What follows belongs to an exercise in optimizing a design on an open flow for small area and a short achievable clock period; a production flow would make more cautious choices. Power figures rest on the tool's default switching activity, not on a simulated workload.

==> flow/design.v <==
`timescale 1ns / 1ps
module lab4_2(
  input [1:0] mode,
  input [2:0] n_gasoline_pumps,
  input [2:0] n_diesel_pumps,
  input [3:0] fuel_amount,
  input fuel_type,
  input CLK,
  input rst,
  output [0:5] pump_status,
  output is_gasoline_queue_not_full,
  output is_diesel_queue_not_full,
  output [3:0] n_cars_in_gasoline_queue,
  output [3:0] n_cars_in_diesel_queue,
  output [7:0] total_gasoline_needed,
  output [7:0] total_diesel_needed,
  output reg invalid_gasoline_car,
  output reg invalid_diesel_car,
  output reg invalid_setup_params
);
reg [2:0] gc;
reg [5:0] am;
reg [23:0] r;      
reg [31:0] gq;     
reg [31:0] dq;
reg [3:0] ncg, ncd;
reg [7:0] tg, td;
wire setup  = mode[1];
wire addcmd = ~mode[1] & mode[0];
wire fa_ok  = ~fuel_amount[3] | (fuel_amount[2:0] == 3'd0);
wire add_g  = addcmd & ~fuel_type & fa_ok & ~ncg[3];
wire add_d  = addcmd &  fuel_type & fa_ok & ~ncd[3];
wire flag   = am[0];
reg [3:0] enc;
always @* begin
  case (fuel_amount)
    4'd0: enc = 4'b0000;
    4'd1: enc = 4'b1000;
    4'd2: enc = 4'b1100;
    4'd3: enc = 4'b0110;
    4'd4: enc = 4'b1011;
    4'd5: enc = 4'b0101;
    4'd6: enc = 4'b1010;
    4'd7: enc = 4'b1101;
    4'd8: enc = 4'b1110;
    default: enc = 4'bxxxx;
  endcase
end
wire [3:0] eg = add_g ? enc : 4'd0;
wire [3:0] ed = add_d ? enc : 4'd0;
wire [23:0] r_keep;
wire [5:0]  newg, newd;
wire [31:0] gq_nx, dq_nx;
wire [3:0]  ncg0, ncg1, ncd0, ncd1;
wire [6:0]  tg0, td0;
lab4_2_core core (
  .gc(gc), .am(am), .r(r), .gq(gq), .dq(dq), .ncg(ncg), .ncd(ncd), .tg(tg[6:0]), .td(td[6:0]),
  .r_keep(r_keep), .newg(newg), .newd(newd),
  .setup(setup), .eg(eg), .ed(ed), .gq_nx(gq_nx), .dq_nx(dq_nx),
  .ncg0(ncg0), .ncg1(ncg1), .ncd0(ncd0), .ncd1(ncd1),
  .tg0(tg0), .td0(td0));
genvar gp;
generate
  for (gp = 0; gp < 6; gp = gp + 1) begin : g_ps
    assign pump_status[gp] = am[gp] & ~r[4*gp+3] & ~r[4*gp+2];
  end
endgenerate
assign is_gasoline_queue_not_full = ~ncg[3];
assign is_diesel_queue_not_full   = ~ncd[3];
assign n_cars_in_gasoline_queue   = ncg;
assign n_cars_in_diesel_queue     = ncd;
assign total_gasoline_needed      = tg;
assign total_diesel_needed        = td;
wire [3:0] lo_g = {1'b0, tg0[2:0]} + {1'b0, fuel_amount[2:0]};
wire [3:0] lo_d = {1'b0, td0[2:0]} + {1'b0, fuel_amount[2:0]};
wire [6:0] tga = fuel_amount[3] ? tg0 + 7'd8 : {tg0[6:3] + lo_g[3], lo_g[2:0]};
wire [6:0] tda = fuel_amount[3] ? td0 + 7'd8 : {td0[6:3] + lo_d[3], lo_d[2:0]};
wire [2:0] sum3 = n_gasoline_pumps + n_diesel_pumps;
wire [3:0] sum4 = {1'b0, n_gasoline_pumps} + {1'b0, n_diesel_pumps};
wire valid = (sum3 != 3'd0) && (sum3 != 3'd7);
wire g_on  = valid && (n_gasoline_pumps != 3'd0);
wire d_on  = valid && (n_diesel_pumps != 3'd0);
integer i;
always @(posedge CLK) begin
  if (rst) begin
    gc <= 3'd0;
    am <= 6'd0;
    ncg <= 4'hf;
    ncd <= 4'hf;
    tg <= 8'hff;
    td <= 8'hff;
    invalid_gasoline_car <= 1'b0;
    invalid_diesel_car <= 1'b0;
    invalid_setup_params <= 1'b0;
  end else if (setup) begin
    gc <= ~valid ? 3'd0 : (n_gasoline_pumps == 3'd7) ? 3'd6 : n_gasoline_pumps;
    for (i = 0; i < 6; i = i + 1)
      am[i] <= valid && (sum4 > i);
    ncg <= g_on ? 4'd0 : 4'hf;
    ncd <= d_on ? 4'd0 : 4'hf;
    tg <= g_on ? 8'd0 : 8'hff;
    td <= d_on ? 8'd0 : 8'hff;
    invalid_gasoline_car <= 1'b0;
    invalid_diesel_car <= 1'b0;
    invalid_setup_params <= ~valid;
  end else begin
    ncg <= add_g ? ncg1 : ncg0;
    ncd <= add_d ? ncd1 : ncd0;
    tg[6:0] <= add_g ? tga : tg0;
    td[6:0] <= add_d ? tda : td0;
    invalid_gasoline_car <= flag & addcmd & ~fuel_type & (~fa_ok | ncg[3]);
    invalid_diesel_car   <= flag & addcmd &  fuel_type & (~fa_ok | ncd[3]);
  end
end
always @(posedge CLK) begin
  for (i = 0; i < 6; i = i + 1)
    r[4*i +: 4] <= (setup ? 4'd0 : r_keep[4*i +: 4]) |
                   (newg[i] ? eg : 4'd0) | (newd[i] ? ed : 4'd0);
  gq <= gq_nx;
  dq <= dq_nx;
end
endmodule
module lab4_2_core(
  input  [2:0]  gc,
  input  [5:0]  am,
  input  [23:0] r,
  input  [31:0] gq, dq,
  input  [3:0]  ncg, ncd,
  input  [6:0]  tg, td,
  output reg [23:0] r_keep,      
  output reg [5:0]  newg, newd,  
  input         setup,           
  input  [3:0]  eg, ed,          
  output reg [31:0] gq_nx, dq_nx,  
  output [3:0]  ncg0, ncg1, ncd0, ncd1,  
  output [6:0]  tg0, td0         
);
wire [5:0] gm = {gc[2] & gc[1], gc[2] & (gc[1] | gc[0]), gc[2], gc[2] | (gc[1] & gc[0]), gc[2] | gc[1], |gc};
wire [5:0] dm = am & ~gm;
reg  [5:0] free;
reg  [6:0] ohg, ohd;
reg  [5:0] tkg [0:5];      
reg  [5:0] tkd [0:5];
reg  [7:0] eqg, eqd;       
reg  [2:0] pfg, pfd;       
integer a, b, k, q, c;
always @* begin
  for (a = 0; a < 6; a = a + 1)
    free[a] = ~(r[4*a+3] | r[4*a+2]);
  ohg = 7'd1;
  ohd = 7'd1;
  for (a = 0; a < 6; a = a + 1) begin
    tkg[a] = (gm[a] & free[a]) ? ohg[5:0] : 6'd0;
    tkd[a] = (dm[a] & free[a]) ? ohd[5:0] : 6'd0;
    if (gm[a] & free[a]) ohg = {ohg[5:0], 1'b0};
    if (dm[a] & free[a]) ohd = {ohd[5:0], 1'b0};
  end
  pfg = 3'd0;
  pfd = 3'd0;
  for (a = 0; a < 7; a = a + 1) begin
    if (ohg[a]) pfg = pfg | a;
    if (ohd[a]) pfd = pfd | a;
  end
  for (a = 0; a < 8; a = a + 1) begin
    eqg[a] = (ncg == a);
    eqd[a] = (ncd == a);
  end
end
wire [3:0] ncg_sub = ncg - {1'b0, pfg};
wire [3:0] ncd_sub = ncd - {1'b0, pfd};
wire neg_g = ncg_sub[3] & ~ncg[3];
wire neg_d = ncd_sub[3] & ~ncd[3];
assign ncg0 = neg_g ? 4'd0 : ncg_sub;
assign ncd0 = neg_d ? 4'd0 : ncd_sub;
assign ncg1 = neg_g ? 4'd0 : ncg_sub + 4'd1;
assign ncd1 = neg_d ? 4'd0 : ncd_sub + 4'd1;
wire [7:0] insg, insd;
genvar gb;
generate
  for (gb = 0; gb < 8; gb = gb + 1) begin : g_ins
    assign insg[gb] = ~neg_g & (ncg_sub[2:0] == gb);
    assign insd[gb] = ~neg_d & (ncd_sub[2:0] == gb);
  end
endgenerate
always @* begin
  for (b = 0; b < 6; b = b + 1) begin
    r_keep[4*b +: 4] = {r[4*b +: 3], (~r[4*b] & r[4*b+1] & r[4*b+3]) | (r[4*b] & ~r[4*b+1] & ~r[4*b+3])};
    newg[b] = 1'b0;
    newd[b] = 1'b0;
    for (k = 0; k <= b; k = k + 1) begin
      if (tkg[b][k]) r_keep[4*b +: 4] = r_keep[4*b +: 4] | gq[4*k +: 4];
      if (tkd[b][k]) r_keep[4*b +: 4] = r_keep[4*b +: 4] | dq[4*k +: 4];
      newg[b] = newg[b] | (tkg[b][k] & eqg[k]);
      newd[b] = newd[b] | (tkd[b][k] & eqd[k]);
    end
  end
end
always @* begin
  for (q = 0; q < 8; q = q + 1) begin
    gq_nx[4*q +: 4] = insg[q] ? eg : 4'd0;
    dq_nx[4*q +: 4] = insd[q] ? ed : 4'd0;
    for (c = 0; c <= 6; c = c + 1) begin
      if (q + c <= 7) begin
        if (ohg[c] & ~setup) gq_nx[4*q +: 4] = gq_nx[4*q +: 4] | gq[4*(q+c) +: 4];
        if (ohd[c] & ~setup) dq_nx[4*q +: 4] = dq_nx[4*q +: 4] | dq[4*(q+c) +: 4];
      end
    end
  end
end
wire [5:0] bg = gm & ~free;
wire [5:0] bd = dm & ~free;
wire [2:0] nbg = bg[0] + bg[1] + bg[2] + bg[3] + bg[4] + bg[5];
wire [2:0] nbd = bd[0] + bd[1] + bd[2] + bd[3] + bd[4] + bd[5];
assign tg0 = tg + {4'b1111, ~nbg} + 7'd1;
assign td0 = td + {4'b1111, ~nbd} + 7'd1;
endmodule
==> flow/config.mk <==
export PLATFORM = sky130hd
export DESIGN_NAME = lab4_2
export DESIGN_NICKNAME = lab4_2
export VERILOG_FILES = /design/flow/design.v
export SDC_FILE = /design/flow/constraint.sdc
export NUM_CORES = 4
export LEC_CHECK = 0
export CAP_MARGIN = 20
export CORE_MARGIN = 2
export CORE_UTILIZATION = 35
export CTS_BUF_LIST = sky130_fd_sc_hd__clkbuf_8
export PLACE_DENSITY = 0.45
export SLEW_MARGIN = 20
==> flow/constraint.sdc <==
create_clock -name core_clock -period 36.0 [get_ports {CLK}]
set_input_delay 7.2000 -clock core_clock [delete_from_list [all_inputs] [get_ports {CLK}]]
set_output_delay 7.2000 -clock core_clock [all_outputs]
set_load 0.01 [all_outputs]
standard.sh (not shown) runs the stock make flow with config.mk's settings and CLKGATE_MAP_FILE= SYNTH_SCRIPT=/design/flow/synth_recipe.tcl, a recipe that flattens the netlist after the stock synthesis.
==> flow/flow/run.sh <==
#!/bin/bash
# Own layout flow: the standard layout (standard.sh) with these changes:
#  1. synthesis keeps lab4_2_core (pure combinational logic) apart from the
#     top module, so the command inputs only pass through the top's final
#     logic, and maps the logic with an area-minded ABC script (flow/abc.script)
#     and without the full-adder extraction (flow/synth.tcl); the registers
#     are the same as the standard synthesis's, all in the top module;
#  2. ports get sky130_fd_sc_hd__buf_1 buffers (the resizer sizes them up
#     where timing needs it);
#  3. ORFS's timing repair aims for a setup slack margin (flow/margin.txt),
#     so the gates get sized for a short period.
# Each tool's output goes to a log file of its own in this folder.
set -euo pipefail
W=$PWD
MARGIN=$(cat "$W/flow/margin.txt")
make -C "$FLOW_HOME" DESIGN_CONFIG="$W/config.mk" WORK_HOME="$W/orfs" CLKGATE_MAP_FILE= \
  SYNTH_SCRIPT="$W/flow/synth.tcl" MY_ABC_SCRIPT="$W/flow/abc.script" ADDER_MAP_FILE= \
  SYNTH_HIERARCHICAL=1 SYNTH_MINIMUM_KEEP_SIZE=0 \
  synth > "$W/synth.log" 2>&1
BUFFER_PORTS_ARGS="-buffer_cell sky130_fd_sc_hd__buf_1" SETUP_SLACK_MARGIN=$MARGIN \
  bash "$W/standard.sh" > "$W/layout.log" 2>&1
==> flow/flow/abc.script <==
strash
&get -n
&st
&dch -x
&nf -R 200
&st
&dch -x
&nf -R 200
&st
&dch -x
&nf -R 200
&put
==> flow/flow/margin.txt <==
27.3
==> flow/flow/synth.tcl <==
# The standard synthesis (synth_recipe.tcl: ORFS synth.tcl without Yosys's fsm
# and share passes, then flatten and rename), except that ABC maps the logic
# with the script named by MY_ABC_SCRIPT (flow/abc.script) instead of ORFS's
# speed script with its 36 ps delay target.  Registers are untouched by ABC.
proc synth {args} { yosys synth -nofsm -noshare {*}$args }
proc abc {args} {
  set keep {}
  set skip 0
  foreach a $args {
    if { $skip } { set skip 0; continue }
    if { $a in {-script -constr -D} } { set skip 1; continue }
    lappend keep $a
  }
  if { [info exists ::env(MY_ABC_SCRIPT)] } { lappend keep -script $::env(MY_ABC_SCRIPT) }
  puts "abc (custom) $keep"
  yosys abc {*}$keep
}
source $::env(SCRIPTS_DIR)/synth.tcl
# left out here: clear keep_hierarchy, flatten, clean up, hide names made inside functions, write 1_2_yosys.v
Next try:
--- a/flow/design.v
+++ b/flow/design.v
@@ -21,13 +21,13 @@
 reg [2:0] gc;
 reg [5:0] am;
 reg [23:0] r;      
 reg [31:0] gq;     
 reg [31:0] dq;
 reg [3:0] ncg, ncd;
-reg [7:0] tg, td;
+reg [6:0] tg, td;
 wire setup  = mode[1];
 wire addcmd = ~mode[1] & mode[0];
 wire fa_ok  = ~fuel_amount[3] | (fuel_amount[2:0] == 3'd0);
 wire add_g  = addcmd & ~fuel_type & fa_ok & ~ncg[3];
 wire add_d  = addcmd &  fuel_type & fa_ok & ~ncd[3];
 wire flag   = am[0];
@@ -51,29 +51,31 @@
 wire [23:0] r_keep;
 wire [5:0]  newg, newd;
 wire [31:0] gq_nx, dq_nx;
 wire [3:0]  ncg0, ncg1, ncd0, ncd1;
 wire [6:0]  tg0, td0;
 lab4_2_core core (
-  .gc(gc), .am(am), .r(r), .gq(gq), .dq(dq), .ncg(ncg), .ncd(ncd), .tg(tg[6:0]), .td(td[6:0]),
+  .gc(gc), .am(am), .r(r), .gq(gq), .dq(dq), .ncg(ncg), .ncd(ncd), .tg(tg), .td(td),
   .r_keep(r_keep), .newg(newg), .newd(newd),
   .setup(setup), .eg(eg), .ed(ed), .gq_nx(gq_nx), .dq_nx(dq_nx),
   .ncg0(ncg0), .ncg1(ncg1), .ncd0(ncd0), .ncd1(ncd1),
   .tg0(tg0), .td0(td0));
+wire nog = ncg[3] & ncg[2];      
+wire nod = ncd[3] & ncd[2];
 genvar gp;
 generate
   for (gp = 0; gp < 6; gp = gp + 1) begin : g_ps
     assign pump_status[gp] = am[gp] & ~r[4*gp+3] & ~r[4*gp+2];
   end
 endgenerate
 assign is_gasoline_queue_not_full = ~ncg[3];
 assign is_diesel_queue_not_full   = ~ncd[3];
 assign n_cars_in_gasoline_queue   = ncg;
 assign n_cars_in_diesel_queue     = ncd;
-assign total_gasoline_needed      = tg;
-assign total_diesel_needed        = td;
+assign total_gasoline_needed      = {nog, tg | {7{nog}}};
+assign total_diesel_needed        = {nod, td | {7{nod}}};
 wire [3:0] lo_g = {1'b0, tg0[2:0]} + {1'b0, fuel_amount[2:0]};
 wire [3:0] lo_d = {1'b0, td0[2:0]} + {1'b0, fuel_amount[2:0]};
 wire [6:0] tga = fuel_amount[3] ? tg0 + 7'd8 : {tg0[6:3] + lo_g[3], lo_g[2:0]};
 wire [6:0] tda = fuel_amount[3] ? td0 + 7'd8 : {td0[6:3] + lo_d[3], lo_d[2:0]};
 wire [2:0] sum3 = n_gasoline_pumps + n_diesel_pumps;
 wire [3:0] sum4 = {1'b0, n_gasoline_pumps} + {1'b0, n_diesel_pumps};
@@ -84,33 +86,33 @@
 always @(posedge CLK) begin
   if (rst) begin
     gc <= 3'd0;
     am <= 6'd0;
     ncg <= 4'hf;
     ncd <= 4'hf;
-    tg <= 8'hff;
-    td <= 8'hff;
+    tg <= 7'd0;
+    td <= 7'd0;
     invalid_gasoline_car <= 1'b0;
     invalid_diesel_car <= 1'b0;
     invalid_setup_params <= 1'b0;
   end else if (setup) begin
     gc <= ~valid ? 3'd0 : (n_gasoline_pumps == 3'd7) ? 3'd6 : n_gasoline_pumps;
     for (i = 0; i < 6; i = i + 1)
       am[i] <= valid && (sum4 > i);
     ncg <= g_on ? 4'd0 : 4'hf;
     ncd <= d_on ? 4'd0 : 4'hf;
-    tg <= g_on ? 8'd0 : 8'hff;
-    td <= d_on ? 8'd0 : 8'hff;
+    tg <= 7'd0;
+    td <= 7'd0;
     invalid_gasoline_car <= 1'b0;
     invalid_diesel_car <= 1'b0;
     invalid_setup_params <= ~valid;
   end else begin
     ncg <= add_g ? ncg1 : ncg0;
     ncd <= add_d ? ncd1 : ncd0;
-    tg[6:0] <= add_g ? tga : tg0;
-    td[6:0] <= add_d ? tda : td0;
+    tg <= add_g ? tga : tg0;
+    td <= add_d ? tda : td0;
     invalid_gasoline_car <= flag & addcmd & ~fuel_type & (~fa_ok | ncg[3]);
     invalid_diesel_car   <= flag & addcmd &  fuel_type & (~fa_ok | ncd[3]);
   end
 end
 always @(posedge CLK) begin
   for (i = 0; i < 6; i = i + 1)
After rerunning: The changed run ran to the end with no violations. Final cell count rose by 1.5%. Hold slack improves by 35 ps. Clock skew stays flat. Setup slack improves by 48 ps. Wire length fell by 2.5%. Synthesized cell count rose by 0.67%. Total power fell by 0.55%.
Function was not checked in any run of this note: the RTL went through the layout flow alone.

## afterwards: timing with drivers on the ports
The results above use ideal ports. As a check the final layouts listed here were re-extracted and re-timed, cells and wires unchanged.
Step 1 assumes that a clkbuf_16 drives the clock port and a buf_2 every other input.
Step 2 adds t to the input delays and takes it off the output delays; t is the mean of the earliest and latest rising clock arrival at the registers after step 1. Input paths then give back, and output paths get back, about the clock's delay inside the block.
Three values: no drivers, after step 1, after step 2; two values: the first two.
run	t, ns	setup slack, ns	worst setup path at the end	clock arrival spread, ns
the first run	0.492	27.328 / 27.347 / 26.855	input to register	0.021 / 0.021
the second run	0.492	27.376 / 27.362 / 26.904	input to register	0.020 / 0.021
After both steps setup and hold are still met in every run listed. For the first run, which loses most, drivers alone change the setup slack by +0.019 ns; drivers and shift together by -0.473 ns.
